Source: an optimization exercise on an open RTL-to-GDS flow (aim: small area and a short achievable clock period). Production flows keep margins and buffers that such runs may drop. RTL that was checked went through simulation tests only; none was proved equivalent to the original. No functional check of the RTL was part of runs 1 to 4. Power figures rest on the tool's default switching activity, not on a simulated workload.

==> flow/design.v <==
`timescale 1ns / 1ps
module MUL6_FA (input a, input b, input c, output s, output co);
  assign s = a ^ b ^ c;
  assign co = (a & b) | (a & c) | (b & c);
endmodule
module MUL6_HA (input a, input b, output s, output co);
  assign s = a ^ b;
  assign co = a & b;
endmodule
module MUL6 (input [5:0] a, input [5:0] b, output [11:0] p);
  wire [5:0] pp [0:5];
  genvar i, j;
  generate
    for (i = 0; i < 6; i = i + 1) begin : gi
      for (j = 0; j < 6; j = j + 1) begin : gj
        assign pp[i][j] = a[i] & b[j];
      end
    end
  endgenerate
  wire s1_4, c1_4, s1_5a, c1_5a, s1_5b, c1_5b, s1_6a, c1_6a, s1_6b, c1_6b, s1_7, c1_7;
  MUL6_HA h14 (pp[0][4], pp[1][3], s1_4, c1_4);
  MUL6_FA f15 (pp[0][5], pp[1][4], pp[2][3], s1_5a, c1_5a);
  MUL6_HA h15 (pp[3][2], pp[4][1], s1_5b, c1_5b);
  MUL6_FA f16 (pp[1][5], pp[2][4], pp[3][3], s1_6a, c1_6a);
  MUL6_HA h16 (pp[4][2], pp[5][1], s1_6b, c1_6b);
  MUL6_FA f17 (pp[2][5], pp[3][4], pp[4][3], s1_7, c1_7);
  wire s2_3, c2_3, s2_4, c2_4, s2_5, c2_5, s2_6, c2_6, s2_7, c2_7, s2_8, c2_8;
  MUL6_HA h23 (pp[0][3], pp[1][2], s2_3, c2_3);
  MUL6_FA f24 (pp[2][2], pp[3][1], pp[4][0], s2_4, c2_4);
  MUL6_FA f25 (pp[5][0], c1_4, s1_5a, s2_5, c2_5);
  MUL6_FA f26 (c1_5a, c1_5b, s1_6a, s2_6, c2_6);
  MUL6_FA f27 (pp[5][2], c1_6a, c1_6b, s2_7, c2_7);
  MUL6_FA f28 (pp[3][5], pp[4][4], pp[5][3], s2_8, c2_8);
  wire s3_2, c3_2, s3_3, c3_3, s3_4, c3_4, s3_5, c3_5, s3_6, c3_6, s3_7, c3_7, s3_8, c3_8, s3_9, c3_9;
  MUL6_HA h32 (pp[0][2], pp[1][1], s3_2, c3_2);
  MUL6_FA f33 (pp[2][1], pp[3][0], s2_3, s3_3, c3_3);
  MUL6_FA f34 (s1_4, c2_3, s2_4, s3_4, c3_4);
  MUL6_FA f35 (s1_5b, c2_4, s2_5, s3_5, c3_5);
  MUL6_FA f36 (s1_6b, c2_5, s2_6, s3_6, c3_6);
  MUL6_FA f37 (s1_7, c2_6, s2_7, s3_7, c3_7);
  MUL6_FA f38 (c1_7, c2_7, s2_8, s3_8, c3_8);
  MUL6_FA f39 (pp[4][5], pp[5][4], c2_8, s3_9, c3_9);
  wire [11:0] r0 = {1'b0, pp[5][5], s3_9, s3_8, s3_7, s3_6, s3_5, s3_4, s3_3, s3_2, pp[0][1], pp[0][0]};
  wire [11:0] r1 = {1'b0, c3_9, c3_8, c3_7, c3_6, c3_5, c3_4, c3_3, c3_2, pp[2][0], pp[1][0], 1'b0};
  assign p[0] = r0[0];
  assign p[11:1] = r0[11:1] + r1[11:1];
endmodule
`timescale 1ns / 1ps
module NEURON(Clock, SignA, SignB, SignC, SignD, ExponentA, ExponentB, ExponentC, ExponentD, MantissaA, MantissaB, MantissaC, MantissaD, SignOut, ExponentOut, MantissaOut, SignOut1, ExponentOut1, MantissaOut1, SignOut2, ExponentOut2, MantissaOut2);
input Clock;
input SignA;
input SignB;
input SignC;
input SignD;
input [4:0] ExponentA;
input [4:0] ExponentB;
input [4:0] ExponentC;
input [4:0] ExponentD;
input [5:0] MantissaA;
input [5:0] MantissaB;
input [5:0] MantissaC;
input [5:0] MantissaD;
output SignOut, SignOut1, SignOut2;
output [4:0] ExponentOut, ExponentOut1, ExponentOut2;
output [5:0] MantissaOut, MantissaOut1, MantissaOut2;
wire [5:0] e1, e2;
wire [4:1] k1, k2;
MUL6_HA ea0 (ExponentA[0], ExponentB[0], e1[0], k1[1]);
MUL6_HA ec0 (ExponentC[0], ExponentD[0], e2[0], k2[1]);
genvar i;
generate for (i = 1; i < 5; i = i + 1) begin : eadd
  if (i < 4) begin : mid
    MUL6_FA ea (ExponentA[i], ExponentB[i], k1[i], e1[i], k1[i+1]);
    MUL6_FA ec (ExponentC[i], ExponentD[i], k2[i], e2[i], k2[i+1]);
  end else begin : top
    MUL6_FA ea (ExponentA[i], ExponentB[i], k1[i], e1[i], e1[5]);
    MUL6_FA ec (ExponentC[i], ExponentD[i], k2[i], e2[i], e2[5]);
  end
end endgenerate
reg [5:0] r_ma, r_mb, r_mc, r_md;
reg [5:0] r_e1, r_e2;    
reg r_t1, r_t2;          
always @(posedge Clock) begin
  r_ma <= MantissaA; r_mb <= MantissaB; r_mc <= MantissaC; r_md <= MantissaD;
  r_e1 <= e1;
  r_e2 <= e2;
  r_t1 <= SignA ~^ SignB;
  r_t2 <= SignC ~^ SignD;
end
wire [6:0] xd = {1'b0, r_e1} + {1'b0, ~r_e2};
wire e1_gt = xd[6];
wire e_eq = &xd[5:0];
wire e2_gt = ~e1_gt & ~e_eq;
wire [5:0] xd1 = xd[5:0] + 6'd1;
wire [5:0] ediff = e1_gt ? xd1 : ~xd[5:0];
wire [3:0] dsat = ediff[3:0] | {4{ediff[5] | ediff[4]}};
wire [11:0] p1, p2;
MUL6 mul1 (r_ma, r_mb, p1);
MUL6 mul2 (r_mc, r_md, p2);
reg [3:0] r_d;           
reg [11:0] r_x, r_y;
reg [3:0] r_amt;
reg r_swp;
always @(posedge Clock) begin
  r_d <= dsat;
  r_x <= e2_gt ? p1 : p2;
  r_y <= e2_gt ? p2 : p1;
  r_amt <= r_d & {4{e1_gt | e2_gt}};
  r_swp <= e2_gt;
end
wire [11:0] ma = r_y;
wire [11:0] mb = r_x >> r_amt;
wire same = r_t1 ~^ r_t2;
wire inv = ~same;
wire [11:0] bb = mb ^ {12{inv}};
wire [11:0] p = ma ^ bb;
wire [11:0] g = ma & bb;
wire g10 = g[1] | p[1] & g[0],    p10 = p[1] & p[0];
wire g32 = g[3] | p[3] & g[2],    p32 = p[3] & p[2];
wire g54 = g[5] | p[5] & g[4],    p54 = p[5] & p[4];
wire g76 = g[7] | p[7] & g[6],    p76 = p[7] & p[6];
wire g98 = g[9] | p[9] & g[8],    p98 = p[9] & p[8];
wire gba = g[11] | p[11] & g[10], pba = p[11] & p[10];
wire g30 = g32 | p32 & g10,       p30 = p32 & p10;
wire g74 = g76 | p76 & g54,       p74 = p76 & p54;
wire gb8 = gba | pba & g98,       pb8 = pba & p98;
wire g50 = g54 | p54 & g30,       p50 = p54 & p30;
wire g70 = g74 | p74 & g30,       p70 = p74 & p30;
wire gb0 = gb8 | pb8 & g70;        
wire g60 = g[6] | p[6] & g50,     p60 = p[6] & p50;
wire g80 = g[8] | p[8] & g70,     p80 = p[8] & p70;
wire g90 = g98 | p98 & g70,       p90 = p98 & p70;
wire ga0 = g[10] | p[10] & g90,   pa0 = p[10] & p90;
wire ci = inv & gb0;
wire [11:6] cc;
assign cc[6]  = g50 | p50 & ci;
assign cc[7]  = g60 | p60 & ci;
assign cc[8]  = g70 | p70 & ci;
assign cc[9]  = g80 | p80 & ci;
assign cc[10] = g90 | p90 & ci;
assign cc[11] = ga0 | pa0 & ci;
wire flip = inv & ~gb0;
wire [5:0] su = p[11:6] ^ cc[11:6];
wire [5:0] m = su ^ {6{flip}};
wire c = gb0;
wire [5:0] kl = ma[5:0] | mb[5:0];
wire zsub = p50 & p[6] & p[7] & pb8;    
wire z = inv ? zsub : (~p[0] & (p[5:1] == kl[4:0]) & ~|su);
wire ta = r_swp ? r_t2 : r_t1;   
wire tb = r_swp ? r_t1 : r_t2;   
wire s = same ? r_t1 : ((c | (r_swp & zsub)) ? ta : tb);
wire [5:0] E = e1_gt ? r_e1 : r_e2;
wire ge33 = E[5] & |E[4:0];
wire ge32 = E[5];
wire ge31 = E[5] | &E[4:0];
wire ge30 = E[5] | &E[4:1];
wire ge29 = E[5] | (&E[4:2] & (E[1] | E[0]));
wire ge28 = E[5] | &E[4:2];
wire e0 = ~|E;
reg q_s, q_sn, q_zero, q_ge33, q_ge32, q_eq31, q_eq30, q_eq29, q_eq28;
reg [5:0] q_m;
reg [4:0] q_e;
always @(posedge Clock) begin
  q_s <= s;
  q_sn <= ~s;
  q_m <= m;
  q_e <= E[4:0];
  q_zero <= ~s & e0 & z;
  q_ge33 <= ge33;
  q_ge32 <= ge32;
  q_eq31 <= ge31 & ~ge32;
  q_eq30 <= ge30 & ~ge31;
  q_eq29 <= ge29 & ~ge30;
  q_eq28 <= ge28 & ~ge29;
end
wire q_m5 = q_m[5];
wire q_m432 = &q_m[4:2];
wire q_m54 = &q_m[5:4];
wire zero = q_zero;
wire eq32 = q_ge32 & ~q_ge33;
reg [4:0] te; reg [5:0] tm;
always @* begin
  if (zero) begin te = 5'b00000; tm = 6'b000000; end
  else if (q_ge32) begin te = 5'b01111; tm = 6'b000000; end
  else if (q_eq31 & q_m5) begin te = 5'b01110; tm = 6'b111000; end
  else if (q_eq31) begin te = 5'b01110; tm = 6'b101100; end
  else if (q_eq30) begin te = 5'b01110; tm = {5'b10000, ~q_s}; end
  else if (q_eq29) begin te = 5'b01101; tm = 6'b011000; end
  else if (q_eq28) begin te = 5'b01100; tm = 6'b011110; end
  else begin te = 5'b01011; tm = 6'b001000; end
end
reg [4:0] se; reg [5:0] sm;
always @* begin
  if (zero) begin se = 5'b01110; sm = 6'b000000; end
  else if (q_sn) begin
    if (q_ge33) begin se = 5'b00000; sm = 6'b000000; end
    else if (eq32) begin se = 5'b01011; sm = 6'b000000; end
    else if (q_eq31 & q_m432) begin se = 5'b01100; sm = 6'b010000; end
    else if ((q_eq30 & q_m54) | q_eq31) begin se = 5'b01101; sm = 6'b000001; end
    else if (q_eq30) begin se = 5'b01101; sm = 6'b011000; end
    else begin se = 5'b01101; sm = 6'b110100; end
  end else begin
    if (q_ge33) begin se = 5'b01111; sm = 6'b000000; end
    else if (eq32) begin se = 5'b01110; sm = 6'b111010; end
    else if (q_eq31 & q_m432) begin se = 5'b01110; sm = 6'b110000; end
    else if ((q_eq30 & q_m54) | q_eq31) begin se = 5'b01110; sm = 6'b100000; end
    else if (q_eq30) begin se = 5'b01110; sm = 6'b010100; end
    else begin se = 5'b01110; sm = 6'b000110; end
  end
end
assign SignOut = q_s;
assign ExponentOut = te;
assign MantissaOut = tm;
assign SignOut1 = 1'b1;
assign ExponentOut1 = se;
assign MantissaOut1 = sm;
assign SignOut2 = q_s;
assign ExponentOut2 = q_s ? q_e : 5'd0;
assign MantissaOut2 = q_s ? q_m : 6'd0;
endmodule
==> flow/flow/run.sh <==
#!/bin/bash
# The standard layout, with plain buf_1 cells as port buffers and timing
# repair aiming below the clock period (paths with less than SETUP_SLACK_MARGIN
# ns of slack are repaired).
set -euo pipefail
export BUFFER_PORTS_ARGS="-buffer_cell sky130_fd_sc_hd__buf_1"
export SETUP_SLACK_MARGIN=7.25
bash standard.sh > standard_flow.log 2>&1
==> flow/standard.sh <==
#!/bin/bash
# synth_recipe.tcl (not shown) runs the flow's synth.tcl, then flattens the netlist and writes it again
# the make line also repeats each setting of config.mk as NAME=value (left out here)
make -C /OpenROAD-flow-scripts/flow DESIGN_CONFIG=/design/flow/config.mk WORK_HOME=/design/flow/orfs CLKGATE_MAP_FILE= SYNTH_SCRIPT=/design/flow/synth_recipe.tcl "${@:-finish}"
==> flow/config.mk <==
export PLATFORM = sky130hd
export DESIGN_NAME = NEURON
export DESIGN_NICKNAME = NEURON
export VERILOG_FILES = /design/flow/design.v
export SDC_FILE = /design/flow/constraint.sdc
export NUM_CORES = 4
export LEC_CHECK = 0
export CAP_MARGIN = 20
export CORE_MARGIN = 2
export CORE_UTILIZATION = 55
export CTS_BUF_LIST = sky130_fd_sc_hd__clkbuf_8
export SLEW_MARGIN = 20
==> flow/constraint.sdc <==
create_clock -name core_clock -period 11.0 [get_ports {Clock}]
set_input_delay 2.2000 -clock core_clock [delete_from_list [all_inputs] [get_ports {Clock}]]
set_output_delay 2.2000 -clock core_clock [all_outputs]
set_load 0.01 [all_outputs]
==> flow_metrics.tcl, run 1 <==
set metrics [dict create \
    status "finished clean" \
    routed_wl_microns 14100 \
    die_area_sq_um 12900 \
    synth_edf_count 0 \
    numCtsBuffers 9 \
    core-area_sq_um 11600 \
    p_leak_nw 3.52 \
    ctsLongestPathBuffers 2 \
    layout.cells.non_filler 963 \
    whs_ns 0.430 \
    dieWidth_microns 113 \
    grt_max_degree 26 \
    place_hpwl_microns 10700 \
    maxCapViolCount 0 \
    slew_viol_final 0 \
    synth_seq_area_share 0.277 \
    hold_path_class "reg2reg" \
    fillCellCount 968 \
    vdd_drop_max_mv 0.117 \
    fin_setup_tns_ns 0 \
    setup_viol 0 \
    worstMarginPinSlew_ns 0.585 \
    avgSynthCellArea_sq_um 9.30 \
    worst-r2r-cell-count 12 \
    drtAntennaViolNets 0 \
    fmax_mhz 262 \
    crit_fanout 6 \
    finalCritPeriodShare 0.347 \
    grtUsageTotal 0.226 \
    yosys.area.top_type "dfxtp_1" \
    start_util 0.569 \
    synthTopCellsByArea "dfxtp_1 (28%), fa_1 (12%), ha_1 (9.7%), and2_1 (6.9%), inv_1 (4.4%)" \
    fin_nets 956 \
    viasPerCell 5.45 \
    antenna_found_initial 0 \
    hold_viol 0 \
    relSlewSlack 0.610 \
    dp_slack_ns 6.84 \
    port_buffers 81 \
    critPathArrivalTime_ns 1.62 \
    ys_seq_elements 91 \
    n_antenna_cell 0 \
    start_kind "register" \
    drive_above_1_share 0.183 \
    first_iter_violations 283 \
    cts-root-buf "clkbuf_8" \
    postCtsHoldBufs 0 \
    path_clk_slew_ns 0.08 \
    power.density_nw_per_um2 238 \
    hold_path_depth 1 \
    period_minus_slack_ns 3.82 \
    grt_pass1_vias 4998 \
    total_power_mw 1.85 \
    dr.pass1.iters 5 \
    cts_tree "yes" \
    via_count 5245 \
    grt_pass1_wl_microns 23300 \
    synth_top_area_frac 0.277 \
    synth_cell_type_count 59 \
    place_inst 913 \
    wl_per_cell_microns 14.7 \
    drc 0 \
    clkLatencyLatePin_ns 0.38 \
    std_cell_rows 39 \
    synthFlopType "dfxtp_1" \
    cts.sinks 91 \
    die_h_microns 113 \
    timing.final.ws_setup_ns 7.18 \
    path_class "reg2out" \
    async_flop_share 0 \
    ios 85 \
    syn_inst 708 \
    required_ns 8.80 \
    yosys_warnings 2 \
    place.gp.congestion 0.908 \
    synth_area_sq_um 6580 \
    clock_skew_ns 0.0107 \
    cts_max_level 3 \
    grt_overflow 0 \
    endpoint_kind "primary output" \
    rsz0062_at_grt "true" \
    syn_to_final_growth_pct 17.9 \
]
[cell usage after synthesis (2+ instances only)]
cell	number
o22ai_1	2
conb_1	2
a2111o_1	3
mux4_2	8
or3_1	3
inv_1	77
nand2b_1	6
nand3_1	8
o211ai_1	4
nand4_1	3
nor3b_1	2
buf_4	5
ha_1	51
and2_1	73
buf_2	2
nand3b_1	3
clkbuf_1	10
fa_1	41
o21ai_0	14
o21ai_1	2
dfxtp_1	91
a31o_2	3
mux2_2	22
nand2_1	43
buf_1	3
nor2b_1	2
a211o_1	3
xnor2_1	32
a21oi_1	39
nor4_1	5
o21bai_1	5
mux2i_1	16
a221oi_1	2
a21boi_0	2
or2_2	3
o21a_1	3
or4_1	2
a21o_1	9
nor3_1	18
and3_1	8
xor2_1	20
nor2_1	38
a31oi_1	4
[critical path: stages, from the launching register on]
cell      delay, ns
dfxtp_4        0.39
nand2b_1       0.26
o21ai_1        0.24
nor3_2         0.08
nor3_2         0.13
buf_2          0.16
[layout by cell type (no fill, tap or decap), types with 5 or more instances in the layout]
cell type,count
inv_1,75
dfxtp_1,75
buf_1,74
and2_1,70
ha_1,49
nand2_1,42
fa_1,37
nor2_1,35
a21oi_1,33
buf_4,33
xnor2_1,32
mux2_2,22
xor2_1,19
nor3_1,15
mux2i_1,14
o21ai_0,10
clkbuf_8,10
a21o_1,9
and3_1,8
nand3_1,8
mux4_2,8
dfxtp_2,8
dfxtp_4,8
o21ai_1,6
a21oi_2,5
nand2b_1,5
o21bai_1,5
[layer usage]
metal	share of wire	vias up	GRT usage	routed length [microns]
li1	-	2593	-	-
met1	0.41	2459	0.267	5840
met2	0.52	169	0.414	7380
met3	0.045	24	0.0367	638
met4	0.020	0	0.0829	279
met5	0	-	0	0
[worst paths after layout]
check	startpoint	endpoint	slack, ns
min	r_d[3]	r_amt[3]	0.43
max	q_eq31	MantissaOut1[4]	7.18
max reg2reg	r_mc[0]	r_y[10]	7.28
min reg2reg	r_d[3]	r_amt[3]	0.43
[report_power, final]
group | internal [mW] | switching (mW) | total [mW]
Sequential | 0.429 | 0.0918 | 0.521
Combinational | 0.516 | 0.557 | 1.07
Clock | 0.134 | 0.119 | 0.254
[area by class of cell]
type / count / area [sq um] / share of cell area
sequential: 91 / 1860 / 0.240
clock buffer: 10 / 138 / 0.0177
clock inverter: 6 / 87.6 / 0.0113
tap: 143 / 179 / 0.0231
inverter: 77 / 294 / 0.0379
multi-input combinational: 520 / 4620 / 0.596
timing repair buffer: 116 / 577 / 0.0743
[cells by family (layout without fill, tap and decap cells)]
| logic type | Yosys count | count (layout) | share of synthesized area |
|---|---|---|---|
| XOR/XNOR | 52 | 52 | 0.0692 |
| flip-flops | 91 | 91 | 0.277 |
| multiplexers | 46 | 46 | 0.0893 |
| adder cells (fa/ha/maj) | 92 | 92 | 0.222 |
| buffers and inverters | 98 | 209 | 0.0603 |
| other | 2 | 3 | 0.00114 |
| AO/OA/AOI/OAI | 106 | 106 | 0.105 |
| AND/OR/NAND/NOR | 221 | 221 | 0.177 |
[through the flow]
stage / area (sq um) / utilization
floorplan: 6600 / -
global placement: 6980 / 0.603
detailed placement: 6980 / 0.603
CTS: 7320 / 0.633
global route: 7760 / 0.671
finish: 7760 / 0.671
[state kept, by name, summed over array words and instances, names as in the netlist, 5 cells and up]
| name | flops |
|---|---|
| q_m | 6 |
| r_mb | 6 |
| r_ma | 6 |
| q_e | 5 |
| r_md | 6 |
| r_mc | 6 |
| r_y | 12 |
| r_e2 | 6 |
| r_x | 12 |
| r_e1 | 6 |
[repair_timing]
action                                  4_1_cts  5_1_grt
gates resized for setup                      31       54
setup buffers                                 4       30
endpoints found under the setup margin       20       19
pin swaps                                     8       21
==> inputs of run 2 (changes only) <==
--- a/flow/flow/run.sh
+++ b/flow/flow/run.sh
@@ -4,5 +4,5 @@
 # ns of slack are repaired).
 set -euo pipefail
 export BUFFER_PORTS_ARGS="-buffer_cell sky130_fd_sc_hd__buf_1"
-export SETUP_SLACK_MARGIN=7.25
+export SETUP_SLACK_MARGIN=7.1
 bash standard.sh > standard_flow.log 2>&1
==> flow_metrics.tcl, run 2 <==
set metrics [dict create \
    status "finished clean" \
    grt_overflow 0 \
    setup_viol 0 \
    crit_buf_inv 1 \
    hold_path_depth 1 \
    drive_above_1_share 0.117 \
    synth_top_area_frac 0.277 \
    stdcell_area_sq_um 7390 \
    vdd_drop_max_mv 0.123 \
    hold_viol 0 \
    reg_top3 "r_x (12), r_y (12)" \
    clkLatencyLatePin_ns 0.38 \
    dr.pass1.iters 5 \
    yosys.area.top_type "dfxtp_1" \
    period_minus_slack_ns 3.89 \
    relSlewSlack 0.608 \
    layout_common_cells "dfxtp_1 (81), buf_1 (80), inv_1 (76)" \
    endpoint_kind "primary output" \
    final_common_cell "dfxtp_1" \
    fmax_mhz 257 \
    p_sw_mw 0.716 \
    synth_edf_count 0 \
    synth_area_sq_um 6580 \
    ff2ff_setup_slack_ns 7.19 \
    place_hpwl_microns 10700 \
    async_flop_share 0 \
    cts.sinks 91 \
    synth_cell_type_count 59 \
    utilization 0.639 \
    via_count 5152 \
    worstMarginPinSlew_ns 0.586 \
    path_clk_slew_ns 0.08 \
    critPathLaunch "q_m[5]" \
    ctsLongestPathBuffers 2 \
    r2r-start "r_amt[2]" \
    ios 85 \
    worst-r2r-cell-count 13 \
    syn_inst 708 \
    finalCritPeriodShare 0.354 \
    die_area_sq_um 12900 \
    postPlaceCellArea_sq_um 6970 \
    wl_per_cell_microns 14.2 \
    rsz0062_at_grt "true" \
    p_seq_frac 0.306 \
    cts_max_level 3 \
    grt_pass1_wl_microns 22000 \
    total_power_mw 1.71 \
    std_cell_rows 39 \
    fin_nets 929 \
    viasPerCell 5.51 \
    synthFlopType "dfxtp_1" \
    grt_pass1_vias 4926 \
    swShare 0.418 \
    synth_seq_area_share 0.277 \
    die_h_microns 113 \
    hold_path_class "reg2reg" \
    port_buffers 81 \
    critPathSlowestCell "dfxtp_2" \
    drc 0 \
    r2r-end "q_zero" \
    fin_setup_tns_ns 0 \
    crit_family "simple AND/OR/NAND/NOR gates" \
    avgSynthCellArea_sq_um 9.30 \
    numCtsBuffers 9 \
    power.density_nw_per_um2 232 \
    grtUsageTotal 0.213 \
    place.gp.congestion 0.895 \
    clock_skew_ns 0.0184 \
    p_leak_nw 3.34 \
    synth.most_common_cell "dfxtp_1" \
    ys_seq_elements 91 \
    crit_fanout 4 \
    cts_tree "yes" \
    routed_wl_microns 13300 \
    synthTopCellsByArea "dfxtp_1 (28%), fa_1 (12%), ha_1 (9.7%), and2_1 (6.9%), inv_1 (4.4%)" \
    slew_viol_final 0 \
    start_util 0.569 \
    antenna_found_initial 0 \
    yosys_warnings 2 \
    synthTopCellsByCount "dfxtp_1 (91), inv_1 (77), and2_1 (73)" \
    core-area_sq_um 11600 \
    path_class "reg2out" \
    n_antenna_cell 0 \
    syn_to_final_growth_pct 12.2 \
    first_iter_violations 228 \
    grt_max_degree 26 \
    required_ns 8.80 \
    p_clk_frac 0.138 \
    min_delay_worst_endpoint "r_amt[3]" \
    cts-root-buf "clkbuf_8" \
    pwr-share-comb 0.556 \
    drtAntennaViolNets 0 \
    hold_start "r_d[3]" \
    start_kind "register" \
    dieWidth_microns 113 \
    crit_chain "and2_4, a21oi_4, nand2b_4, a21oi_1, nor3_2, buf_2" \
    p_int_mw 0.997 \
    maxCapViolCount 0 \
    critPathArrivalTime_ns 1.69 \
    critPathMaxStageDelay_ns 0.35 \
]
==> run 2: worst max path at each step <==
stage | endpoint | cells past startpoint
2_1_floorplan | r_e1[4] | 9
3_3_place_gp | q_zero | 13
3_5_place_dp | q_zero | 13
4_1_cts | q_zero | 12
5_1_grt | q_zero | 13
6_report | MantissaOut1[4] | 6
==> run 2: metrics by stage <==
step	std cells	hold WS (ns)	setup WS [ns]
floorplan	709	0.406	7.14
global placement	913	0.415	6.93
detailed placement	913	0.411	6.83
CTS	928	0.435	7.06
global route	935	0.462	7.03
finish	935	0.435	7.11
==> run 2: power by group through the flow <==
| stage | Combinational [mW] | Clock [mW] | Sequential (mW) |
|---|---|---|---|
| finish | 0.952 | 0.236 | 0.524 |
| detailed placement | 0.886 | 0 | 0.530 |
| CTS | 0.893 | 0.243 | 0.524 |
| global route | 1.06 | 0.256 | 0.537 |
| global placement | 0.866 | 0 | 0.528 |
| floorplan | 0.750 | 0 | 0.470 |
==> run 2: worst reg2reg max path: cells and delay by family (launching register included) <==
family                   cells  cell delay [ns]
XOR/XNOR                     2             0.26
adder cells (fa/ha/maj)      1             0.34
flip-flops                   1             0.45
AO/OA/AOI/OAI                3             0.70
multiplexers                 2             0.78
AND/OR/NAND/NOR              5             1.23
==> run 2: repair_timing <==
item,in CTS,in global routing
resized for setup,7,33
hold buffers,0,0
endpoints found under the setup margin,6,12
setup buffers,0,7
hold endpoints to repair,0,0
pin swaps,0,5
==> run 2: cells by family after synthesis <==
| group | Yosys count | share of synthesized area |
|---|---|---|
| AO/OA/AOI/OAI | 106 | 0.105 |
| multiplexers | 46 | 0.0893 |
| flip-flops | 91 | 0.277 |
| other | 2 | 0.00114 |
| XOR/XNOR | 52 | 0.0692 |
| AND/OR/NAND/NOR | 221 | 0.177 |
| buffers and inverters | 98 | 0.0603 |
| adder cells (fa/ha/maj) | 92 | 0.222 |
==> run 2: layout make-up <==
type | instances | area, sq um
clock buffers | 12 | 165
clock inverters | 3 | 46.3
fillers | 1012 | 4180
inverters | 77 | 289
multi-input cells | 520 | 4500
flip-flops and latches | 91 | 1840
well taps | 143 | 179
repair buffers | 89 | 365
==> run 2: layer usage <==
metal / track usage / routed length, microns / vias to the layer above / part of all wire
li1: - / - / 2535 / -
met1: 0.240 / 5430 / 2453 / 0.41
met2: 0.410 / 7030 / 145 / 0.53
met3: 0.0414 / 587 / 19 / 0.044
met4: 0.0528 / 218 / 0 / 0.016
met5: 0 / 0 / - / 0
==> inputs of run 3 (changes only) <==
--- a/flow/flow/run.sh
+++ b/flow/flow/run.sh
@@ -4,5 +4,5 @@
 # ns of slack are repaired).
 set -euo pipefail
 export BUFFER_PORTS_ARGS="-buffer_cell sky130_fd_sc_hd__buf_1"
-export SETUP_SLACK_MARGIN=7.1
+export SETUP_SLACK_MARGIN=7.4
 bash standard.sh > standard_flow.log 2>&1
--- a/flow/config.mk
+++ b/flow/config.mk
@@ -10,3 +10,4 @@
 export CORE_UTILIZATION = 55
 export CTS_BUF_LIST = sky130_fd_sc_hd__clkbuf_8
 export SLEW_MARGIN = 20
+export TNS_END_PERCENT = 5
==> flow_metrics.tcl, run 3 <==
set metrics [dict create \
    p_leak_nw 3.49 \
    multi_input_area_sq_um 4610 \
    routed_wl_microns 14000 \
    ff2ff_setup_slack_ns 7.27 \
    numCtsBuffers 9 \
    worst-r2r-cell-count 12 \
    critPathArrivalTime_ns 1.62 \
    drc 0 \
    clock_skew_ns 0.0119 \
    power.density_nw_per_um2 239 \
    ctsLongestPathBuffers 2 \
    required_ns 8.80 \
    synth_seq_area_share 0.277 \
    port_buffers 81 \
    avgSynthCellArea_sq_um 9.30 \
    path_class "reg2out" \
    syn_inst 708 \
    n_antenna_cell 0 \
    synth_edf_count 0 \
    period_minus_slack_ns 3.82 \
    die_area_sq_um 12900 \
    synth.most_common_cell "dfxtp_1" \
    grtUsageTotal 0.225 \
    hold_viol 0 \
    fmax_mhz 262 \
    synth_area_sq_um 6580 \
    ios 85 \
    die_h_microns 113 \
    dr.pass1.iters 7 \
    async_flop_share 0 \
    dieWidth_microns 113 \
    viasPerCell 5.48 \
    utilization 0.664 \
    start_util 0.569 \
    fin_setup_tns_ns 0 \
    clkLatencyLatePin_ns 0.38 \
    yosys.area.top_type "dfxtp_1" \
    finalCritPeriodShare 0.347 \
    synth_cell_type_count 59 \
    cts_tree "yes" \
    grt_max_degree 26 \
    r2r-start "r_mc[0]" \
    crit_fanout 6 \
    drtAntennaViolNets 0 \
    grt_overflow 0 \
    worstMarginPinSlew_ns 0.601 \
    reg_top3 "r_x (12), r_y (12)" \
    cp_common_cell "nor2_1" \
    crit_buf_inv 1 \
    synthTopCellsByCount "dfxtp_1 (91), inv_1 (77), and2_1 (73)" \
    hold_start "r_d[3]" \
    synthAdderAreaFrac 0.222 \
    place.gp.congestion 0.908 \
    yosys.area_share.simple 0.177 \
    core-area_sq_um 11600 \
    cts-root-buf "clkbuf_8" \
    grt_pass1_wl_microns 23200 \
    cts.sinks 91 \
    rsz0062_at_grt "true" \
    syn_to_final_growth_pct 16.7 \
    fillCellCount 990 \
    std_cell_rows 39 \
    synth_top_family_by_area "adder cells" \
    status "finished clean" \
    final_common_cell "dfxtp_1" \
    synth_xor_area_frac 0.0692 \
    ys_seq_elements 91 \
    place_hpwl_microns 10700 \
    endpoint_kind "primary output" \
    critPathMaxStageDelay_ns 0.41 \
    synth_compound_area_frac 0.105 \
    hold_path_depth 1 \
    relSlewSlack 0.598 \
    drive_above_1_share 0.166 \
    yosys_warnings 2 \
    hold_path_class "reg2reg" \
    layout_common_cells "dfxtp_1 (78), inv_1 (75), buf_1 (75)" \
    min_delay_worst_endpoint "r_amt[3]" \
    first_iter_violations 275 \
    synthFlopType "dfxtp_1" \
    r2r-end "r_y[10]" \
    antenna_found_initial 0 \
    grt_pass1_vias 5017 \
    via_count 5242 \
    critPathSlowestCell "dfxtp_4" \
    vdd_drop_max_mv 0.117 \
    synth_top_area_frac 0.277 \
    crit_family "flip-flops" \
    final-seq-area_sq_um 1850 \
    cts_max_level 3 \
    timing.final.ws_setup_ns 7.18 \
    synthTopCellsByArea "dfxtp_1 (28%), fa_1 (12%), ha_1 (9.7%), and2_1 (6.9%), inv_1 (4.4%)" \
    maxCapViolCount 0 \
    fin_nets 949 \
    slew_viol_final 0 \
    path_clk_slew_ns 0.08 \
    dp_slack_ns 6.84 \
    postCtsHoldBufs 0 \
    crit_chain "nand4_1, o21ai_1, nor2_1, a21oi_1, nor2_1, clkbuf_2" \
    start_kind "register" \
    setup_viol 0 \
    wl_per_cell_microns 14.7 \
    synthMuxAreaShare 0.0893 \
]
==> run 3: cell counts after synthesis <==
Identical to the previous run, type by type.
==> run 3: report_power, final <==
| group | total, mW | internal (mW) | switching (mW) |
|---|---|---|---|
| Sequential | 0.523 | 0.429 | 0.0940 |
| Combinational | 1.06 | 0.509 | 0.551 |
| Clock | 0.254 | 0.134 | 0.120 |
| Total | 1.84 | 1.07 | 0.765 |
==> run 3: cells by family after synthesis <==
family,Yosys count
compound gates,106
xor+xnor,52
fa+ha+maj,92
buf+inv,98
flops,91
mux,46
other cells,2
simple gates,221
==> run 3: layout make-up <==
type	count	share of cell area
multi-input cells	520	0.600
well taps	143	0.0233
clock buffers	10	0.0179
repair buffers	109	0.0684
inverters	77	0.0380
flip-flops and latches	91	0.241
clock inverters	6	0.0114
==> run 3: stage by stage <==
stage	hold WS (ns)	power, mW	cell area [sq um]	cells
5_1_grt	0.448	1.98	7680	956
4_1_cts	0.432	1.72	7360	936
2_1_floorplan	0.406	1.22	6600	709
3_3_place_gp	0.413	1.40	6980	913
6_report	0.430	1.84	7680	956
3_5_place_dp	0.418	1.42	6980	913
==> run 3: how the worst max path moves through the flow <==
| stage | from | end | cells after the start |
|---|---|---|---|
| 2_1_floorplan | ExponentA[0] | r_e1[4] | 9 |
| 4_1_cts | q_m[4] | MantissaOut1[4] | 6 |
| 3_3_place_gp | r_amt[0] | q_zero | 13 |
| 6_report | q_eq31 | ExponentOut1[0] | 6 |
| 5_1_grt | q_ge32 | MantissaOut[1] | 5 |
| 3_5_place_dp | r_amt[1] | q_zero | 13 |
==> run 3: routing by layer <==
| metal | share of wire | global-route usage |
|---|---|---|
| met1 | 0.42 | 0.264 |
| met5 | 0 | 0 |
| met4 | 0.024 | 0.0870 |
| met3 | 0.038 | 0.0372 |
| met2 | 0.51 | 0.412 |
==> run 3: repair_timing <==
action / in CTS / in global routing
hold endpoints to repair: 0 / 0
pin swaps: 8 / 20
gates resized for setup: 32 / 42
buffers inserted: 7 / 20
endpoints found under the setup margin: 33 / 29
==> run 3: worst reg2reg max path, cell delays in order, from the launching register on <==
cell and delay (ns):
dfxtp_2 0.38, and2_1 0.19, fa_1 0.53, inv_1 0.05
fa_1 0.47, inv_1 0.05, fa_1 0.52, ha_4 0.22
a2111o_1 0.38, a31o_2 0.26, a21oi_4 0.16, xor2_2 0.26
mux2i_1 0.12
==> inputs of run 4 (changes only) <==
--- a/flow/flow/run.sh
+++ b/flow/flow/run.sh
@@ -4,5 +4,5 @@
 # ns of slack are repaired).
 set -euo pipefail
 export BUFFER_PORTS_ARGS="-buffer_cell sky130_fd_sc_hd__buf_1"
-export SETUP_SLACK_MARGIN=7.4
+export SETUP_SLACK_MARGIN=7.25
 bash standard.sh > standard_flow.log 2>&1
==> flow_metrics.tcl, run 4 <==
set metrics [dict create \
    cts_tree "yes" \
    synth.most_common_cell "dfxtp_1" \
    die_h_microns 113 \
    crit_fanout 7 \
    ys_seq_elements 91 \
    synthFlopType "dfxtp_1" \
    yosys.area.top_type "dfxtp_1" \
    p_leak_nw 3.46 \
    rsz0062_at_grt "true" \
    use_met3 0.0409 \
    wl_per_cell_microns 14.6 \
    syn_inst 708 \
    postCtsHoldBufs 0 \
    port_buffers 81 \
    whs_ns 0.430 \
    grt_pass1_vias 4908 \
    clock_skew_ns 0.0133 \
    endpoint_kind "primary output" \
    yosys_warnings 2 \
    use_met2 0.408 \
    fin_setup_tns_ns 0 \
    synthTopCellsByArea "dfxtp_1 (28%), fa_1 (12%), ha_1 (9.7%), and2_1 (6.9%), inv_1 (4.4%)" \
    layout_common_cells "dfxtp_1 (80), buf_1 (78), inv_1 (75)" \
    synthTopCellsByCount "dfxtp_1 (91), inv_1 (77), and2_1 (73)" \
    synth_cell_type_count 59 \
    ios 85 \
    path_clk_slew_ns 0.08 \
    core-area_sq_um 11600 \
    dr.pass1.iters 5 \
    vdd_drop_max_mv 0.120 \
    setup_viol 0 \
    busiest_layer "met2" \
    utilization 0.658 \
    start_kind "register" \
    grt_overflow 0 \
    final_common_cell "dfxtp_1" \
    period_minus_slack_ns 3.82 \
    async_flop_share 0 \
    routed_wl_microns 13900 \
    power.density_nw_per_um2 238 \
    drtAntennaViolNets 0 \
    slew_viol_final 0 \
    cts_max_level 3 \
    cts-root-buf "clkbuf_8" \
    drive_above_1_share 0.154 \
    syn_to_final_growth_pct 15.5 \
    die_area_sq_um 12900 \
    clkLatencyLatePin_ns 0.38 \
    grtUsageTotal 0.224 \
    reg_top3 "r_x (12), r_y (12)" \
    numCtsBuffers 9 \
    synth_edf_count 0 \
    avgSynthCellArea_sq_um 9.30 \
    place.gp.congestion 0.908 \
    n_antenna_cell 0 \
    place_hpwl_microns 10700 \
    fin_nets 947 \
    fillCellCount 1002 \
    hold_path_class "reg2reg" \
    path_class "reg2out" \
    worstMarginPinSlew_ns 0.600 \
    start_util 0.569 \
    ctsLongestPathBuffers 2 \
    synth_seq_area_share 0.277 \
    synth_area_sq_um 6580 \
    required_ns 8.80 \
    viasPerCell 5.45 \
    via_count 5198 \
    relSlewSlack 0.599 \
    first_iter_violations 293 \
    maxCapViolCount 0 \
    fmax_mhz 262 \
    ff2ff_setup_slack_ns 7.28 \
    std_cell_rows 39 \
    status "finished clean" \
    critPathArrivalTime_ns 1.62 \
    dieWidth_microns 113 \
    hold_viol 0 \
    grt_pass1_wl_microns 23100 \
    cts.sinks 91 \
    antenna_found_initial 0 \
    finalCritPeriodShare 0.347 \
    met1_usage 0.270 \
    synth_top_area_frac 0.277 \
    grt_max_degree 26 \
    drc 0 \
]
[run 4: final cells by class]
class                   instances  area (sq um)  share of cell area
clock buffers                  10           138              0.0181
clock inverters                 6          87.6              0.0115
inverters                      77           292              0.0383
multi-input cells             520          4560               0.599
flip-flops and latches         91          1850               0.243
well taps                     143           179              0.0235
repair buffers                107           500              0.0658
[run 4: cells by family (layout without fill, tap and decap cells)]
family	count (synthesis)	count (layout)	synth area share
compound gates	106	106	0.105
xor+xnor	52	52	0.0692
fa+ha+maj	92	92	0.222
buf+inv	98	200	0.0603
flops	91	91	0.277
mux	46	46	0.0893
other cells	2	3	0.00114
simple gates	221	221	0.177
[run 4: report_power, final]
part	total (mW)	internal [mW]	switching [mW]	leakage (nW)
Combinational	1.03	0.492	0.540	2.58
Sequential	0.521	0.429	0.0923	0.765
Clock	0.254	0.135	0.119	0.117
[run 4: per-stage QoR]
stage / setup slack [ns] / area [sq um] / power (mW) / std cells
2_1_floorplan: 7.17 / 6600 / 1.22 / 709
3_3_place_gp: 6.91 / 6980 / 1.40 / 913
3_5_place_dp: 6.84 / 6980 / 1.42 / 913
4_1_cts: 7.14 / 7250 / 1.69 / 930
5_1_grt: 7.08 / 7600 / 1.95 / 954
6_report: 7.18 / 7600 / 1.81 / 954
[run 4: path summary, 6_finish.rpt]
| check | startpoint | cells past startpoint | endpoint |
|---|---|---|---|
| setup / recovery | q_zero | 5 | MantissaOut[1] |
| setup reg to reg | r_ma[0] | 12 | r_y[10] |
| hold reg to reg | r_d[3] | 1 | r_amt[3] |
| hold / removal | r_d[3] | 1 | r_amt[3] |
[run 4: critical path, cell delays in order (launching register included)]
cell and delay [ns]:
dfxtp_1 0.39, inv_2 0.12, nand2_2 0.10, nor4_2 0.32, buf_4 0.17, buf_1 0.14
[run 4: what timing repair did]
item,4_1_cts,5_1_grt
pin swaps,3,18
endpoints found under the setup margin,20,24
resized for setup,17,42
gates cloned,0,0
buffers inserted,1,24
[run 4: metal layers]
metal,vias up,wire length (microns)
met5,-,0
met4,0,246
met3,22,532
met2,132,7260
met1,2470,5850
li1,2574,-
==> inputs of run 5 (changes only) <==
--- a/flow/design.v
+++ b/flow/design.v
@@ -40,10 +40,36 @@
   MUL6_FA f37 (s1_7, c2_6, s2_7, s3_7, c3_7);
   MUL6_FA f38 (c1_7, c2_7, s2_8, s3_8, c3_8);
   MUL6_FA f39 (pp[4][5], pp[5][4], c2_8, s3_9, c3_9);
-  wire [11:0] r0 = {1'b0, pp[5][5], s3_9, s3_8, s3_7, s3_6, s3_5, s3_4, s3_3, s3_2, pp[0][1], pp[0][0]};
-  wire [11:0] r1 = {1'b0, c3_9, c3_8, c3_7, c3_6, c3_5, c3_4, c3_3, c3_2, pp[2][0], pp[1][0], 1'b0};
-  assign p[0] = r0[0];
-  assign p[11:1] = r0[11:1] + r1[11:1];
+  wire c2, c3, c4, c5;
+  assign p[0] = pp[0][0];
+  MUL6_HA a1 (pp[0][1], pp[1][0], p[1], c2);
+  MUL6_FA a2 (s3_2, pp[2][0], c2, p[2], c3);
+  MUL6_FA a3 (s3_3, c3_2, c3, p[3], c4);
+  MUL6_FA a4 (s3_4, c3_3, c4, p[4], c5);
+  MUL6_ADD6 a5 ({pp[5][5], s3_9, s3_8, s3_7, s3_6, s3_5}, {c3_9, c3_8, c3_7, c3_6, c3_5, c3_4}, c5, p[10:5], p[11]);
+endmodule
+module MUL6_ADD6 (input [5:0] a, input [5:0] b, input ci, output [5:0] s, output co);
+  wire [5:0] p = a ^ b;
+  wire [5:0] g = a & b;
+  wire G_0_m1 = g[0] | (p[0] & ci);
+  wire G_2_1 = g[2] | (p[2] & g[1]);
+  wire P_2_1 = p[2] & p[1];
+  wire G_1_m1 = g[1] | (p[1] & G_0_m1);
+  wire G_2_m1 = G_2_1 | (P_2_1 & G_0_m1);
+  wire G_4_3 = g[4] | (p[4] & g[3]);
+  wire P_4_3 = p[4] & p[3];
+  wire G_5_3 = g[5] | (p[5] & G_4_3);
+  wire P_5_3 = p[5] & P_4_3;
+  wire G_3_m1 = g[3] | (p[3] & G_2_m1);
+  wire G_4_m1 = G_4_3 | (P_4_3 & G_2_m1);
+  wire G_5_m1 = G_5_3 | (P_5_3 & G_2_m1);
+  assign s[0] = p[0] ^ ci;
+  assign s[1] = p[1] ^ G_0_m1;
+  assign s[2] = p[2] ^ G_1_m1;
+  assign s[3] = p[3] ^ G_2_m1;
+  assign s[4] = p[4] ^ G_3_m1;
+  assign s[5] = p[5] ^ G_4_m1;
+  assign co = G_5_m1;
 endmodule
 `timescale 1ns / 1ps
 module NEURON(Clock, SignA, SignB, SignC, SignD, ExponentA, ExponentB, ExponentC, ExponentD, MantissaA, MantissaB, MantissaC, MantissaD, SignOut, ExponentOut, MantissaOut, SignOut1, ExponentOut1, MantissaOut1, SignOut2, ExponentOut2, MantissaOut2);
==> flow_metrics.tcl, run 5 <==
set metrics [dict create \
    cp_common_cell "mux2i_1" \
    syn_to_final_growth_pct 13.6 \
    setup_viol 0 \
    hold_start "r_d[3]" \
    relSlewSlack 0.436 \
    maxCapViolCount 0 \
    async_flop_share 0 \
    r2r-end "q_zero" \
    critPathMaxStageDelay_ns 0.53 \
    hold_path_depth 1 \
    dr.pass1.iters 4 \
    dieWidth_microns 111 \
    core-area_sq_um 11400 \
    dp_slack_ns 6.65 \
    drive_above_1_share 0.125 \
    via_count 4698 \
    fin_setup_tns_ns 0 \
    cts_tree "yes" \
    port_buffers 81 \
    avgSynthCellArea_sq_um 9.69 \
    clock_skew_ns 0.0143 \
    r2r-start "r_amt[0]" \
    period_minus_slack_ns 3.89 \
    fillCellCount 972 \
    critPathArrivalTime_ns 4.20 \
    grt_pass1_vias 4707 \
    ff2ff_setup_slack_ns 7.11 \
    syn_inst 656 \
    synthTopCellsByCount "inv_1 (93), dfxtp_1 (91), and2_1 (76)" \
    grt_max_degree 28 \
    path_clk_slew_ns 0.09 \
    slew_viol_final 0 \
    synthTopCellsByArea "dfxtp_1 (29%), fa_1 (16%), ha_1 (8.5%), and2_1 (7.5%), inv_1 (5.5%)" \
    grt_pass1_wl_microns 21500 \
    drtAntennaViolNets 0 \
    worstMarginPinSlew_ns 0.844 \
    final_common_cell "inv_1" \
    rsz0062_at_grt "true" \
    layout_common_cells "inv_1 (92), dfxtp_1 (82), buf_1 (79)" \
    synth_edf_count 0 \
    min_delay_worst_endpoint "r_amt[3]" \
    start_kind "register" \
    drc 0 \
    status "finished clean" \
    synth_cell_type_count 56 \
    crit_buf_inv 2 \
    n_antenna_cell 0 \
    viasPerCell 5.28 \
    crit_family "simple AND/OR/NAND/NOR gates" \
    reg_top3 "r_x (12), r_y (12)" \
    worst-r2r-cell-count 14 \
    synthFlopType "dfxtp_1" \
    synth_seq_area_share 0.287 \
    synth.most_common_cell "inv_1" \
    routed_wl_microns 12200 \
    grt_overflow 0 \
    p_leak_nw 3.26 \
    wl_per_cell_microns 13.8 \
    cts_max_level 3 \
    postCtsHoldBufs 0 \
    layout.cells.non_filler 889 \
    total_power_mw 1.64 \
    postPlaceCellArea_sq_um 6770 \
    path_class "reg2reg" \
    power.density_nw_per_um2 228 \
    vdd_drop_max_mv 0.153 \
    ctsLongestPathBuffers 2 \
    ios 85 \
    required_ns 11.31 \
    place_hpwl_microns 9810 \
    synth_top_area_frac 0.287 \
    crit_chain "buf_6, mux4_1, mux2i_1, mux2i_1, xnor2_1, ha_1, nand4_1, buf_4, or4_4, nand4b_1, o311ai_2, a211o_1, or4_1, a21oi_2" \
    timing.final.ws_setup_ns 7.11 \
    numCtsBuffers 9 \
    place_inst 863 \
    stdcell_area_sq_um 7220 \
    yosys_warnings 2 \
    die_h_microns 111 \
    first_iter_violations 186 \
    critPathSlowestCell "mux4_1" \
    start_util 0.559 \
    clkLatencyLatePin_ns 0.38 \
    place.gp.congestion 0.956 \
    finalCritPeriodShare 0.354 \
    crit_fanout 7 \
    antenna_found_initial 0 \
    yosys.area.top_type "dfxtp_1" \
    synth_area_sq_um 6350 \
    hold_path_class "reg2reg" \
    std_cell_rows 39 \
    fin_nets 884 \
    cts.sinks 91 \
    cts-root-buf "clkbuf_8" \
    grtUsageTotal 0.214 \
    endpoint_kind "register" \
    hold_viol 0 \
    die_area_sq_um 12400 \
    fmax_mhz 257 \
    ys_seq_elements 91 \
]
## run 5: cell count changes in the layout (fill, tap and decap cells not counted), moves of 5 or more
cell,previous run,this run
mux2i_1,14,26
a21oi_1,34,15
mux2_2,22,13
ha_1,50,43
inv_1,75,92
fa_1,37,44
nand2_1,42,32
xor2_1,19,7
mux4_1,0,5
buf_4,25,10
nor2_1,36,22
## run 5: per-layer routing
layer / part of all wire / up-vias / GRT usage
li1: - / 2328 / -
met1: 0.42 / 2242 / 0.247
met2: 0.52 / 113 / 0.391
met3: 0.042 / 15 / 0.0441
met4: 0.018 / 0 / 0.0790
met5: 0 / - / 0
## run 5: layout make-up
cell class                 count  area (sq um)  area share
multi-input combinational    453          4270       0.592
sequential                    91          1840       0.255
timing repair buffer          92           393      0.0544
inverter                      94           353      0.0489
tap                          143           179      0.0248
clock buffer                  10           138      0.0191
clock inverter                 6          46.3     0.00642
## run 5: metrics by stage
stage / utilization / hold WS [ns]
finish: 0.635 / 0.438
global route: 0.635 / 0.449
detailed placement: 0.595 / 0.422
global placement: 0.595 / 0.418
CTS: 0.630 / 0.444
floorplan: - / 0.406
## run 5: worst reg2reg max path, stage by stage (launching register included)
cell      delay [ns]
dfxtp_4         0.41
buf_6           0.13
mux4_1          0.53
mux2i_1         0.15
mux2i_1         0.12
xnor2_1         0.16
ha_1            0.33
nand4_1         0.19
buf_4           0.21
or4_4           0.47
nand4b_1        0.15
o311ai_2        0.14
a211o_1         0.29
or4_1           0.42
a21oi_2         0.13
## run 5: cells by family after synthesis
group,after synthesis,synth area share
buffers and inverters,113,0.0705
and+or+nand+nor,195,0.169
muxes,49,0.101
xor gates and xnor gates,38,0.0524
DFF,91,0.287
adders and majority gates,94,0.245
other,2,0.00118
AOI/OAI and AO/OA,74,0.0738
## run 5: worst max path at each step
stage / cells past startpoint / start / endpoint / slack, ns
3_3_place_gp: 13 / r_amt[0] / q_zero / 6.84
5_1_grt: 14 / r_amt[0] / q_zero / 6.97
6_report: 14 / r_amt[0] / q_zero / 7.11
3_5_place_dp: 12 / r_amt[0] / q_zero / 6.65
4_1_cts: 6 / q_m[5] / MantissaOut1[4] / 7.18
2_1_floorplan: 9 / ExponentA[0] / r_e1[4] / 7.17
## run 5: where the power goes
part	leakage (nW)	internal, mW	total, mW	switching [mW]
combinational	2.40	0.445	0.927	0.482
sequential	0.764	0.425	0.507	0.0827
clock	0.0897	0.0901	0.210	0.120
## run 5: repair_timing
action                     CTS  global route
cloned                       0             0
resized for setup           43            11
buffers inserted             8             2
setup endpoints to repair   29            23
pin swaps                   13             8
==> inputs of run 6 (changes only) <==
--- a/flow/flow/run.sh
+++ b/flow/flow/run.sh
@@ -4,5 +4,5 @@
 # ns of slack are repaired).
 set -euo pipefail
 export BUFFER_PORTS_ARGS="-buffer_cell sky130_fd_sc_hd__buf_1"
-export SETUP_SLACK_MARGIN=7.25
+export SETUP_SLACK_MARGIN=7.3
 bash standard.sh > standard_flow.log 2>&1
==> flow_metrics.tcl, run 6 <==
set metrics [dict create \
    status "finished clean" \
    utilization 0.644 \
    cts_tree "yes" \
    met1_usage 0.245 \
    critPathSlowestCell "mux4_1" \
    synth_area_sq_um 6350 \
    syn_to_final_growth_pct 15.2 \
    start_kind "register" \
    finalCritPeriodShare 0.352 \
    p_clk_frac 0.126 \
    stdcell_area_sq_um 7320 \
    wl_per_cell_microns 13.8 \
    use_met2 0.392 \
    fin_nets 894 \
    vdd_drop_max_mv 0.163 \
    hold_path_depth 1 \
    grt_overflow 0 \
    cts.sinks 91 \
    clkLatencyLatePin_ns 0.38 \
    p_sw_mw 0.689 \
    crit_chain "buf_6, mux4_1, mux2i_1, mux2i_1, xnor2_1, ha_1, nand4_1, buf_4, or4_4, a21oi_2, o21ai_0, a211o_1, or4_4, a21oi_2" \
    critPathMaxStageDelay_ns 0.53 \
    hold_path_class "reg2reg" \
    pwr-share-comb 0.570 \
    std_cell_rows 39 \
    synth_edf_count 0 \
    swShare 0.414 \
    crit_fanout 7 \
    busiest_layer "met2" \
    path_class "reg2reg" \
    core-area_sq_um 11400 \
    numCtsBuffers 9 \
    p_int_mw 0.977 \
    die_h_microns 111 \
    worst-r2r-cell-count 14 \
    dr.pass1.iters 5 \
    async_flop_share 0 \
    use_met3 0.0441 \
    grt_pass1_vias 4770 \
    p_leak_nw 3.32 \
    relSlewSlack 0.436 \
    yosys_warnings 2 \
    drc 0 \
    antenna_found_initial 0 \
    slew_viol_final 0 \
    layout_common_cells "inv_1 (92), buf_1 (79), dfxtp_1 (79)" \
    synthTopCellsByCount "inv_1 (93), dfxtp_1 (91), and2_1 (76)" \
    synth_seq_area_share 0.287 \
    synth.most_common_cell "inv_1" \
    p_seq_frac 0.304 \
    synthTopCellsByArea "dfxtp_1 (29%), fa_1 (16%), ha_1 (8.5%), and2_1 (7.5%), inv_1 (5.5%)" \
    grtUsageTotal 0.216 \
    first_iter_violations 202 \
    rsz0062_at_grt "true" \
    fin_setup_tns_ns 0 \
    yosys.area.top_type "dfxtp_1" \
    synth_top_area_frac 0.287 \
    ios 85 \
    place_hpwl_microns 9810 \
    ys_seq_elements 91 \
    ctsLongestPathBuffers 2 \
    r2r-start "r_amt[0]" \
    synthFlopType "dfxtp_1" \
    hold_viol 0 \
    port_buffers 81 \
    via_count 4744 \
    drive_above_1_share 0.144 \
    clock_skew_ns 0.0163 \
    path_clk_slew_ns 0.09 \
    drtAntennaViolNets 0 \
    dieWidth_microns 111 \
    critPathArrivalTime_ns 4.18 \
    n_antenna_cell 0 \
    setup_viol 0 \
    die_area_sq_um 12400 \
    period_minus_slack_ns 3.87 \
    syn_inst 656 \
    routed_wl_microns 12400 \
    required_ns 11.31 \
    start_util 0.559 \
    cts_max_level 3 \
    grt_pass1_wl_microns 21600 \
    power.density_nw_per_um2 228 \
    fmax_mhz 259 \
    worstMarginPinSlew_ns 0.845 \
    avgSynthCellArea_sq_um 9.69 \
    reg_top3 "r_x (12), r_y (12)" \
    grt_max_degree 28 \
    cts-root-buf "clkbuf_8" \
    viasPerCell 5.28 \
    postPlaceCellArea_sq_um 6770 \
    endpoint_kind "register" \
    final_common_cell "inv_1" \
    synth_cell_type_count 56 \
    hold_start "r_d[3]" \
    maxCapViolCount 0 \
    place.gp.congestion 0.956 \
    critPathLaunch "r_amt[0]" \
]
==> run 6: cell types whose count changed in the layout (fill, tap and decap cells not counted), sizes merged <==
cell  change
buf      +10
==> run 6: logic make-up (layout without fill, tap and decap cells) <==
logic type / count (synthesis) / after routing / synth area share
buf+inv: 113 / 212 / 0.0705
fa+ha+maj: 94 / 94 / 0.245
xor+xnor: 38 / 38 / 0.0524
compound gates: 74 / 74 / 0.0738
simple gates: 195 / 195 / 0.169
other cells: 2 / 3 / 0.00118
mux: 49 / 49 / 0.101
flops: 91 / 91 / 0.287
==> run 6: worst paths after layout <==
path / end / slack, ns
max: q_zero / 7.13
min: r_amt[3] / 0.44
min reg2reg: r_amt[3] / 0.44
max reg2reg: q_zero / 7.13
==> run 6: metrics by stage <==
step	power (mW)	instances	setup slack, ns	hold slack [ns]
after CTS	1.63	895	7.24	0.444
after detailed placement	1.32	863	6.65	0.422
after global placement	1.30	863	6.84	0.418
after global routing	1.80	899	6.99	0.449
final	1.67	899	7.13	0.444
after floorplan	1.14	657	7.17	0.406
==> run 6: what timing repair did <==
item                       4_1_cts  5_1_grt
setup endpoints to repair       29       25
setup buffers                   16        4
gates resized for setup         55        9
cloned                           0        0
hold buffers                     0        0
pin swaps                       24        9
==> run 6: power by group through the flow <==
stage          combinational [mW]  sequential (mW)  clock (mW)
3_3_place_gp                0.783            0.512           0
6_report                    0.950            0.506       0.210
5_1_grt                      1.05            0.520       0.230
2_1_floorplan               0.670            0.466           0
4_1_cts                     0.911            0.505       0.218
3_5_place_dp                0.803            0.514           0
==> run 6: layer usage <==
layer	routed length (microns)	share of wire
met4	400	0.032
met3	579	0.047
met1	5060	0.41
met2	6350	0.51
met5	0	0
==> run 6: layout make-up <==
class	count	area, sq um
multi-input combinational	453	4290
tap	143	179
sequential	91	1850
clock buffer	10	138
fill	966	4050
inverter	94	353
clock inverter	6	46.3
timing repair buffer	102	468
==> run 6: worst max-delay path: cells and delay by family (launching register included) <==
kind            cells  cell delay [ns]
simple gates        3             1.07
mux                 3             0.80
compound gates      4             0.68
flops               1             0.41
buf+inv             2             0.35
fa+ha+maj           1             0.33
xor+xnor            1             0.17
==> inputs of run 7 (changes only) <==
--- a/flow/flow/run.sh
+++ b/flow/flow/run.sh
@@ -4,5 +4,5 @@
 # ns of slack are repaired).
 set -euo pipefail
 export BUFFER_PORTS_ARGS="-buffer_cell sky130_fd_sc_hd__buf_1"
-export SETUP_SLACK_MARGIN=7.3
+export SETUP_SLACK_MARGIN=7.2
 bash standard.sh > standard_flow.log 2>&1
--- a/flow/config.mk
+++ b/flow/config.mk
@@ -10,4 +10,3 @@
 export CORE_UTILIZATION = 55
 export CTS_BUF_LIST = sky130_fd_sc_hd__clkbuf_8
 export SLEW_MARGIN = 20
-export TNS_END_PERCENT = 5
==> flow_metrics.tcl, run 7 <==
set metrics [dict create \
    core-area_sq_um 11400 \
    synthTopCellsByCount "inv_1 (93), dfxtp_1 (91), and2_1 (76)" \
    ios 85 \
    dr.pass1.iters 4 \
    yosys.area.top_type "dfxtp_1" \
    synthFlopType "dfxtp_1" \
    critPathArrivalTime_ns 4.21 \
    synth_edf_count 0 \
    synth.most_common_cell "inv_1" \
    syn_inst 656 \
    cts_max_level 3 \
    relSlewSlack 0.528 \
    die_area_sq_um 12400 \
    total_power_mw 1.64 \
    setup_viol 0 \
    place_hpwl_microns 9890 \
    fin_nets 895 \
    final_common_cell "inv_1" \
    viasPerCell 5.23 \
    path_class "reg2reg" \
    r2r-start "r_amt[0]" \
    antenna_found_initial 0 \
    cts-root-buf "clkbuf_8" \
    start_kind "register" \
    required_ns 11.32 \
    reg_top3 "r_x (12), r_y (12)" \
    port_buffers 81 \
    vdd_drop_max_mv 0.150 \
    slew_viol_final 0 \
    grt_overflow 0 \
    fmax_mhz 257 \
    numCtsBuffers 9 \
    hold_path_class "reg2reg" \
    avgSynthCellArea_sq_um 9.69 \
    drive_above_1_share 0.181 \
    grt_pass1_wl_microns 22100 \
    synthTopCellsByArea "dfxtp_1 (29%), fa_1 (16%), ha_1 (8.5%), and2_1 (7.5%), inv_1 (5.5%)" \
    hold_viol 0 \
    status "finished clean" \
    maxCapViolCount 0 \
    synth_area_sq_um 6350 \
    crit_fanout 7 \
    async_flop_share 0 \
    drc 0 \
    first_iter_violations 159 \
    grtUsageTotal 0.218 \
    path_clk_slew_ns 0.10 \
    finalCritPeriodShare 0.353 \
    synth_cell_type_count 56 \
    routed_wl_microns 12600 \
    dieWidth_microns 111 \
    synth_seq_area_share 0.287 \
    n_antenna_cell 0 \
    period_minus_slack_ns 3.89 \
    place.gp.congestion 0.928 \
    layout_common_cells "inv_1 (86), buf_1 (77), and2_1 (73), dfxtp_1 (73), fa_1 (41)" \
    die_h_microns 111 \
    clkLatencyLatePin_ns 0.38 \
    p_leak_nw 3.34 \
    grt_pass1_vias 4863 \
    grt_max_degree 28 \
    syn_to_final_growth_pct 17.1 \
    hold_start "r_d[3]" \
    clock_skew_ns 0.0105 \
    drtAntennaViolNets 0 \
    rsz0062_at_grt "true" \
    start_util 0.559 \
    wl_per_cell_microns 14.0 \
    yosys_warnings 2 \
    via_count 4709 \
    cts_tree "yes" \
    std_cell_rows 39 \
    critPathLaunch "r_amt[0]" \
    worstMarginPinSlew_ns 0.708 \
    synth_top_area_frac 0.287 \
    ctsLongestPathBuffers 2 \
    fin_setup_tns_ns 0 \
    ys_seq_elements 91 \
    cts.sinks 91 \
    endpoint_kind "register" \
    power.density_nw_per_um2 220 \
]
-- run 7: final timing paths --
check / end / slack, ns / cells past startpoint
max: q_zero / 7.11 / 15
min: r_amt[3] / 0.44 / 1
max reg2reg: q_zero / 7.11 / 15
min reg2reg: r_amt[3] / 0.44 / 1
-- run 7: critical path, stage by stage, from the launching register on --
cell and delay (ns):
dfxtp_4 0.42, buf_6 0.14, mux4_2 0.54, mux2i_1 0.19
nor2_1 0.07, xnor2_1 0.15, ha_1 0.32, nand4_1 0.13
buf_4 0.16, o221ai_4 0.15, a31oi_4 0.29, a21oi_2 0.09
or3_4 0.37, a211o_1 0.27, or4_4 0.42, a21oi_2 0.11
-- run 7: power by group --
group,switching (mW),internal [mW],total [mW]
Combinational,0.463,0.444,0.908
Clock,0.131,0.0927,0.224
Sequential,0.0824,0.426,0.508
Total,0.677,0.963,1.64
-- run 7: kinds of logic after synthesis --
| kind of cell | count (synthesis) | synth area share |
|---|---|---|
| DFF | 91 | 0.287 |
| other | 2 | 0.00118 |
| adders and majority gates | 94 | 0.245 |
| xor gates and xnor gates | 38 | 0.0524 |
| muxes | 49 | 0.101 |
| and+or+nand+nor | 195 | 0.169 |
| buffers and inverters | 113 | 0.0705 |
| AOI/OAI and AO/OA | 74 | 0.0738 |
-- run 7: timing repair --
action,4_1_cts,5_1_grt
cloned,0,0
hold buffers,0,0
gates resized for setup,42,48
pin swaps,10,31
endpoints found under the setup margin,26,20
buffers inserted,7,14
-- run 7: per-layer routing --
metal / routed length, microns / vias up / track usage / share of wire
met3: 498 / 28 / 0.0310 / 0.039
li1: - / 2344 / - / -
met5: 0 / - / 0 / 0
met4: 278 / 0 / 0.0749 / 0.022
met1: 5300 / 2200 / 0.259 / 0.42
met2: 6570 / 137 / 0.402 / 0.52
-- run 7: final cells by class --
cell class              count  area [sq um]
multi-input cells         453          4360
inverters                  94           353
fillers                   953          3930
well taps                 143           179
flip-flops and latches     91          1860
repair buffers            103           494
clock buffers              10           138
clock inverters             6          55.1
-- run 7: metrics by stage --
| stage | cell area (sq um) | std cells | utilization | setup WS, ns | hold WS, ns |
|---|---|---|---|---|---|
| after floorplan | 6390 | 657 | - | 7.17 | 0.406 |
| after global placement | 6780 | 863 | 0.597 | 6.83 | 0.421 |
| after detailed placement | 6780 | 863 | 0.597 | 6.69 | 0.416 |
| after CTS | 7170 | 886 | 0.631 | 7.14 | 0.446 |
| after global routing | 7440 | 900 | 0.654 | 6.94 | 0.463 |
| final | 7440 | 900 | 0.654 | 7.11 | 0.439 |
==> inputs of run 8 (changes only) <==
--- a/flow/flow/run.sh
+++ b/flow/flow/run.sh
@@ -4,5 +4,5 @@
 # ns of slack are repaired).
 set -euo pipefail
 export BUFFER_PORTS_ARGS="-buffer_cell sky130_fd_sc_hd__buf_1"
-export SETUP_SLACK_MARGIN=7.2
+export SETUP_SLACK_MARGIN=7.1
 bash standard.sh > standard_flow.log 2>&1
--- a/flow/config.mk
+++ b/flow/config.mk
@@ -7,6 +7,8 @@
 export LEC_CHECK = 0
 export CAP_MARGIN = 20
 export CORE_MARGIN = 2
-export CORE_UTILIZATION = 55
+export CORE_UTILIZATION = 70
 export CTS_BUF_LIST = sky130_fd_sc_hd__clkbuf_8
+export PLACE_DENSITY = 0.75
 export SLEW_MARGIN = 20
+export TNS_END_PERCENT = 5
==> flow_metrics.tcl, run 8 <==
set metrics [dict create \
    status "finished clean" \
    fillCellCount 540 \
    first_iter_violations 177 \
    synth_area_sq_um 6350 \
    std_cell_rows 34 \
    synth_top_family_by_area "adder cells" \
    yosys.area_share.simple 0.169 \
    grt_pass1_vias 4780 \
    viasPerCell 5.66 \
    reg_top3 "r_x (12), r_y (12)" \
    setup_viol 0 \
    synthAdderAreaFrac 0.245 \
    rsz0062_at_grt "true" \
    period_minus_slack_ns 3.99 \
    synthTopCellsByCount "inv_1 (93), dfxtp_1 (91), and2_1 (76)" \
    grt_max_degree 28 \
    critPathArrivalTime_ns 4.27 \
    hold_viol 0 \
    avgSynthCellArea_sq_um 9.69 \
    path_class "reg2reg" \
    hold_path_class "reg2reg" \
    ys_seq_elements 91 \
    endpoint_kind "register" \
    via_count 4868 \
    wl_per_cell_microns 15.3 \
    layout_common_cells "inv_1 (95), dfxtp_1 (86), buf_1 (81)" \
    routed_wl_microns 13200 \
    ctsLongestPathBuffers 2 \
    numCtsBuffers 9 \
    die_area_sq_um 9850 \
    synth.most_common_cell "inv_1" \
    dieWidth_microns 99.3 \
    n_antenna_cell 0 \
    worst-r2r-cell-count 14 \
    finalCritPeriodShare 0.363 \
    timing.final.ws_setup_ns 7.01 \
    synth_xor_area_frac 0.0524 \
    cts-root-buf "clkbuf_8" \
    drc 0 \
    power.density_nw_per_um2 235 \
    yosys.area.top_type "dfxtp_1" \
    clkLatencyLatePin_ns 0.35 \
    synthMuxAreaShare 0.101 \
    grt_pass1_wl_microns 21700 \
    place_hpwl_microns 9980 \
    fmax_mhz 251 \
    port_buffers 81 \
    drtAntennaViolNets 0 \
    async_flop_share 0 \
    dp_slack_ns 6.51 \
    place.gp.congestion 0.891 \
    crit_fanout 7 \
    grtUsageTotal 0.270 \
    path_clk_slew_ns 0.09 \
    fin_nets 890 \
    antenna_found_initial 0 \
    synthFlopType "dfxtp_1" \
    syn_inst 656 \
    cts_tree "yes" \
    synth_top_area_frac 0.287 \
    required_ns 11.28 \
    synth_cell_type_count 56 \
    vdd_drop_max_mv 0.104 \
    drive_above_1_share 0.110 \
    relSlewSlack 0.475 \
    synth_edf_count 0 \
    ios 85 \
    fin_setup_tns_ns 0 \
    synth_seq_area_share 0.287 \
    syn_to_final_growth_pct 13.0 \
    cts_max_level 3 \
    start_util 0.725 \
    cts.sinks 91 \
    dr.pass1.iters 4 \
    grt_overflow 0 \
    worstMarginPinSlew_ns 0.786 \
    maxCapViolCount 0 \
    die_h_microns 99.3 \
    clock_skew_ns 0.0129 \
    synth_compound_area_frac 0.0738 \
    start_kind "register" \
    slew_viol_final 0 \
    p_leak_nw 3.28 \
    final_common_cell "inv_1" \
    whs_ns 0.426 \
    yosys_warnings 2 \
    hold_path_depth 1 \
    core-area_sq_um 8760 \
    synthTopCellsByArea "dfxtp_1 (29%), fa_1 (16%), ha_1 (8.5%), and2_1 (7.5%), inv_1 (5.5%)" \
]
run 8: cell types whose count changed in the layout (fill, tap and decap cells not counted), moves of 3 or more:
cell	before	now
and2_1	73	76
and2_4	3	0
buf_1	77	81
buf_2	3	0
buf_4	19	15
dfxtp_1	73	86
dfxtp_2	11	3
dfxtp_4	7	2
fa_1	41	50
fa_2	10	1
inv_1	86	95
inv_2	8	2
run 8: timing repair:
item                                    4_1_cts  5_1_grt
setup buffers                                 1       15
pin swaps                                     1       11
endpoints found under the hold margin         0        0
endpoints found under the setup margin       17       16
hold buffers                                  0        0
resized for setup                            15       29
run 8: critical path, stage by stage (launching register included):
cell      delay (ns)
dfxtp_4         0.41
buf_4           0.13
mux2i_1         0.21
o21a_1          0.24
nor3_2          0.07
xnor2_1         0.17
ha_2            0.41
a21o_1          0.21
a31oi_1         0.23
or4_4           0.65
a31oi_4         0.21
xnor2_2         0.16
nand4b_1        0.18
or4_1           0.50
a21oi_1         0.13
run 8: worst paths after layout:
| path | start | to | slack [ns] |
|---|---|---|---|
| min | r_d[2] | r_amt[2] | 0.43 |
| min reg2reg | r_d[2] | r_amt[2] | 0.43 |
| max | r_amt[0] | q_zero | 7.01 |
| max reg2reg | r_amt[0] | q_zero | 7.01 |
run 8: power by group:
| group | total, mW | switching, mW | internal [mW] |
|---|---|---|---|
| clock | 0.214 | 0.112 | 0.103 |
| combinational | 0.964 | 0.498 | 0.465 |
| sequential | 0.510 | 0.0857 | 0.424 |
| total | 1.69 | 0.696 | 0.992 |
run 8: per-stage QoR:
| stage | util | cell area, sq um | cells | power (mW) |
|---|---|---|---|---|
| after floorplan | - | 6360 | 657 | 1.13 |
| after global placement | 0.766 | 6710 | 828 | 1.28 |
| after detailed placement | 0.766 | 6710 | 828 | 1.32 |
| after CTS | 0.796 | 6980 | 845 | 1.57 |
| after global routing | 0.819 | 7180 | 860 | 1.81 |
| final | 0.819 | 7180 | 860 | 1.69 |
run 8: logic make-up (layout without fill, tap and decap cells):
group,Yosys count,in the layout
compound gates,74,74
xor+xnor,38,38
buf+inv,113,208
other cells,2,3
mux,49,49
flops,91,91
fa+ha+maj,94,94
simple gates,195,195
run 8: cell type report:
class,count,area [sq um],area share
tap,108,135,0.0188
multi-input combinational,453,4230,0.590
clock buffer,9,124,0.0173
inverter,94,353,0.0491
sequential,91,1830,0.255
clock inverter,7,62.6,0.00871
timing repair buffer,98,439,0.0612
run 8: per-layer routing:
| metal | GRT usage | up-vias | routed length (microns) |
|---|---|---|---|
| li1 | - | 2341 | - |
| met1 | 0.355 | 2326 | 5500 |
| met2 | 0.475 | 174 | 6690 |
| met3 | 0.0387 | 27 | 641 |
| met4 | 0.0674 | 0 | 337 |
| met5 | 0 | - | 0 |
